Context: an optimization exercise on an open-source flow, tuned for small area. The choices shown serve that exercise and are no tape-out recipe.
In this exercise RTL edits were held to simulation tests only and were not proved equivalent to the original.
The flow treats the clock pin as an ideal source. Dropping or thinning the clock tree relies on that and would not hold on a real chip.
Power is estimated from default activity; no workload was simulated.

Setup of the reference run:
==> module player, before the edit <==
module player #(
	parameter start_k = 1) (
	input i_clk,
	input i_rst,
	input i_ce,
	input i_up,
	input i_down,
	output reg [4:0] k
);
reg [4:0] k_next;
reg c;
integer i;
always @*
begin
	c = 1'b1;
	for (i = 0; i < 5; i = i + 1)
	begin
		k_next[i] = k[i] ^ c;
		c = c & (k[i] ^ ~i_down);
	end
end
wire move = i_ce & (i_down ? (k != 5'd22) : (i_up & (k != 5'd0)));
	always @ (posedge i_clk)
	begin
		if (i_rst) k <= start_k;
		else if (move) k <= k_next;
	end
endmodule
==> module LCD_AT043TN25_DE2_115, before the edit <==
module LCD_AT043TN25_DE2_115 (
	input i_clk,
	input i_rst,
	input [3:0] i_sw,
	output o_clk,
	output o_data_enable,
	output [7:0] o_red,
	output [7:0] o_green,
	output [7:0] o_blue
);
wire w_ce;
wire [3:0] w_rise;
wire [3:0] w_sw;
wire [8:0] w_col;
wire [4:0] w_rq;
wire [3:0] w_rr;
wire [4:0] w_k1;
wire [4:0] w_k2;
wire w_ball;
function [4:0] sub5(input [4:0] a, input [4:0] b);
	integer i;
	reg c;
	begin
		c = 1'b1;
		for (i = 0; i < 5; i = i + 1)
		begin
			sub5[i] = a[i] ^ ~b[i] ^ c;
			c = (a[i] & ~b[i]) | (c & (a[i] | ~b[i]));
		end
	end
endfunction
	data_enable DE (.i_clk(i_clk), .i_rst(i_rst), .o_ce(w_ce), .o_pclk(o_clk), .o_data_enable(o_data_enable), .o_col(w_col), .rq(w_rq), .rr(w_rr));
	debouncer db1 (.i_clk(i_clk), .i_rst(i_rst), .i_ce(w_ce), .i_switch(i_sw[0]), .o_switch(w_sw[0]), .o_rise(w_rise[0]));
	debouncer db2 (.i_clk(i_clk), .i_rst(i_rst), .i_ce(w_ce), .i_switch(i_sw[1]), .o_switch(w_sw[1]), .o_rise(w_rise[1]));
	debouncer db3 (.i_clk(i_clk), .i_rst(i_rst), .i_ce(w_ce), .i_switch(i_sw[2]), .o_switch(w_sw[2]), .o_rise(w_rise[2]));
	debouncer db4 (.i_clk(i_clk), .i_rst(i_rst), .i_ce(w_ce), .i_switch(i_sw[3]), .o_switch(w_sw[3]), .o_rise(w_rise[3]));
	player #(.start_k(1)) player1 (.i_clk(i_clk), .i_rst(i_rst), .i_ce(w_ce), .i_up(w_rise[0]), .i_down(w_rise[1]), .k(w_k1));
	player #(.start_k(4)) player2 (.i_clk(i_clk), .i_rst(i_rst), .i_ce(w_ce), .i_up(w_rise[2]), .i_down(w_rise[3]), .k(w_k2));
	ball b1 (.i_clk(i_clk), .i_rst(i_rst), .i_ce(w_ce), .i_col(w_col), .i_rq(w_rq), .i_rr(w_rr), .i_k1(w_k1), .i_k2(w_k2), .o_color(w_ball));
	wire [4:0] r = sub5(w_rq, w_col[8] ? w_k2 : w_k1);
	wire in_rows = ~r[4] & ~r[3] & ~(r[2] & (r[1] | r[0]));
	wire c1 = ~|w_col[8:3] & ~(w_col[2] & (w_col[1] | w_col[0]));
	wire c2 = (w_col[8:3] == 6'b111011) & (w_col[2:0] != 3'd0) & (w_col[2:0] != 3'd1) & (w_col[2:0] != 3'd7);
	wire p1 = c1 & in_rows;
	wire p2 = c2 & in_rows;
	assign o_red = {8{p1 | p2}};
	assign o_green = {8{p1 | p2 | w_ball}};
	assign o_blue = {8{p2 | w_ball}};
endmodule
export LEC_CHECK = 0
export CAP_MARGIN = 20
export CORE_MARGIN = 2
export CORE_UTILIZATION = 40
export SLEW_MARGIN = 20
create_clock -name core_clock -period 10.0 [get_ports {i_clk}]
standard.sh (not shown) runs the stock make flow with config.mk's settings and CLKGATE_MAP_FILE= SYNTH_SCRIPT=/design/flow/synth_recipe.tcl, a recipe that flattens the netlist after the stock synthesis.
==> flow/flow/run.sh <==
#!/bin/bash
# Own layout flow: the standard flow (standard.sh) with
#  - synthesis: the standard script (flow/synth.tcl wraps it), but Yosys's
#    extract_fa is skipped, so ABC sees all the logic, and ABC maps with
#    each area-oriented script flow/abc*.script, keeping the smallest
#    result; registers are made exactly as in the standard synthesis
#  - port buffers: the smallest buffer (buf_1) instead of the default pick
#  - clock tree: flow/manual_cts.tcl replaces TritonCTS with a two-level
#    tree (clock port -> one root buffer -> leaf buffers, each driving one
#    balanced k-means cluster of flip-flops)
set -euo pipefail
H=$(pwd)
export MY_ABC_SCRIPTS="$H/flow/abc_h11.script $H/flow/abc_h1.script $H/flow/abc_h7.script $H/flow/abc_h10.script $H/flow/abc6.script $H/flow/abc21.script $H/flow/abc23.script $H/flow/abc26.script $H/flow/abc11.script $H/flow/abc10.script $H/flow/abc12.script $H/flow/abc27.script $H/flow/abc5.script $H/flow/abc20.script $H/flow/abc_g2.script $H/flow/abc_g4.script $H/flow/abc_g6.script $H/flow/abc_g13.script $H/flow/abc_g16.script $H/flow/abc_g19.script $H/flow/abc_g23.script"
export MY_NO_FA=1
export MCTS_MAX_SLEW=0.115
export MCTS_CONFIGS="{7 sky130_fd_sc_hd__clkbuf_8 sky130_fd_sc_hd__clkbuf_2} {8 sky130_fd_sc_hd__clkbuf_8 sky130_fd_sc_hd__clkbuf_2} {9 sky130_fd_sc_hd__clkbuf_8 sky130_fd_sc_hd__clkbuf_2} {10 sky130_fd_sc_hd__clkbuf_8 sky130_fd_sc_hd__clkbuf_2} {10 sky130_fd_sc_hd__clkbuf_8 sky130_fd_sc_hd__clkbuf_4} {12 sky130_fd_sc_hd__clkbuf_8 sky130_fd_sc_hd__clkbuf_8} {16 sky130_fd_sc_hd__clkbuf_8 sky130_fd_sc_hd__clkbuf_8}"
bash standard.sh \
  SYNTH_SCRIPT=$H/flow/synth.tcl \
  PRE_CTS_TCL=$H/flow/manual_cts.tcl \
  "BUFFER_PORTS_ARGS=-buffer_cell sky130_fd_sc_hd__buf_1" \
  CORE_UTILIZATION=70 \
  PLACE_DENSITY=0.85 \
  finish > standard.log 2>&1
Other scripts of this flow, unchanged in this note and not shown: flow/flow/abc10.script, flow/flow/abc11.script, flow/flow/abc12.script, flow/flow/abc20.script, flow/flow/abc21.script, flow/flow/abc23.script, flow/flow/abc26.script, flow/flow/abc27.script, flow/flow/abc5.script, flow/flow/abc6.script, flow/flow/abc_g13.script, flow/flow/abc_g16.script, flow/flow/abc_g19.script, flow/flow/abc_g2.script, flow/flow/abc_g23.script, flow/flow/abc_g4.script, flow/flow/abc_g6.script, flow/flow/abc_h1.script, flow/flow/abc_h10.script, flow/flow/abc_h11.script, flow/flow/abc_h7.script, flow/flow/manual_cts.tcl, flow/flow/synth.tcl
Here is what was changed in the inputs of the trial run compared with the reference run.
-- flow/design.v --
<<< the reference run, line 128
	end
end
wire move = i_ce & (i_down ? (k != 5'd22) : (i_up & (k != 5'd0)));
	always @ (posedge i_clk)
	begin
>>> the trial run, line 128
	end
end
wire move = i_ce & (i_down ? ~(k[4] & k[2] & k[1]) : (i_up & (k != 5'd0)));
	always @ (posedge i_clk)
	begin
<<< the reference run, line 317
	wire in_rows = ~r[4] & ~r[3] & ~(r[2] & (r[1] | r[0]));
	wire c1 = ~|w_col[8:3] & ~(w_col[2] & (w_col[1] | w_col[0]));
	wire c2 = (w_col[8:3] == 6'b111011) & (w_col[2:0] != 3'd0) & (w_col[2:0] != 3'd1) & (w_col[2:0] != 3'd7);
	wire p1 = c1 & in_rows;
	wire p2 = c2 & in_rows;
>>> the trial run, line 317
	wire in_rows = ~r[4] & ~r[3] & ~(r[2] & (r[1] | r[0]));
	wire c1 = ~|w_col[8:3] & ~(w_col[2] & (w_col[1] | w_col[0]));
	wire c2 = (&w_col[8:6]) & w_col[4] & w_col[3] & (w_col[2:0] != 3'd0) & (w_col[2:0] != 3'd1) & (w_col[2:0] != 3'd7);    
	wire p1 = c1 & in_rows;
	wire p2 = c2 & in_rows;
Notes after the runs:
Sort the reference run and the trial run by flip-flop and latch power, ascending, and the reference run comes first.
Going from the reference run to the trial run, multi-input gate share of the layout cell area grows by 0.56 points.
[the trial run vs the reference run] placeable core region: higher in the trial run
The combinational power reported for the trial run is greater than that of the reference run by about 20%.
Summary of the trial run over the reference run: net switching power went up; sequential fraction of the synthesis area was more or less identical; floorplan row count stayed essentially flat; count of placed standard cells including taps dropped 24.
For the total power per unit cell area, the trial run came in about 2% higher than the reference run did.
On area after synthesis, the reference run and the trial run are neck and neck.
Total routing resource utilization after global routing (the trial run over the reference run): decrease, 1.5 points
Taking the reference run over the trial run, the worst IR drop on VDD ratio works out to 0.900.
Maximum clock frequency was higher in the run labelled the reference run.
[the trial run] critical path depth rose 3 relative to the reference run
In every run of this note, the design's own scripts or RTL, not TritonCTS, make the clock network.

[separate check: timing with driven ports]
How much do the figures lean on ideal ports? The routed layouts below were timed once more, with nothing changed but the port constraints.
Step 1, drivers: a clkbuf_16 drives i_clk and a buf_2 each remaining input, both assumed.
Step 2 moves the port delays by t, midway between the first and last clock arrival at a register: inputs arrive t later, outputs are due t later. That takes back most of the time a late clock gives input paths.
Slacks: no drivers / after step 1 / after step 2; pairs: no drivers / after step 1.
run	shift t [ns]	setup slack, ns	latest minus earliest clock arrival (ns)	worst data-port slew with drivers (ns)
the reference run	0.645	4.335 / 4.309 / 4.954	0.022 / 0.022	0.03
the trial run	0.615	4.211 / 4.185 / 4.800	0.023 / 0.023	0.03
After both steps every run listed still meets setup and hold.
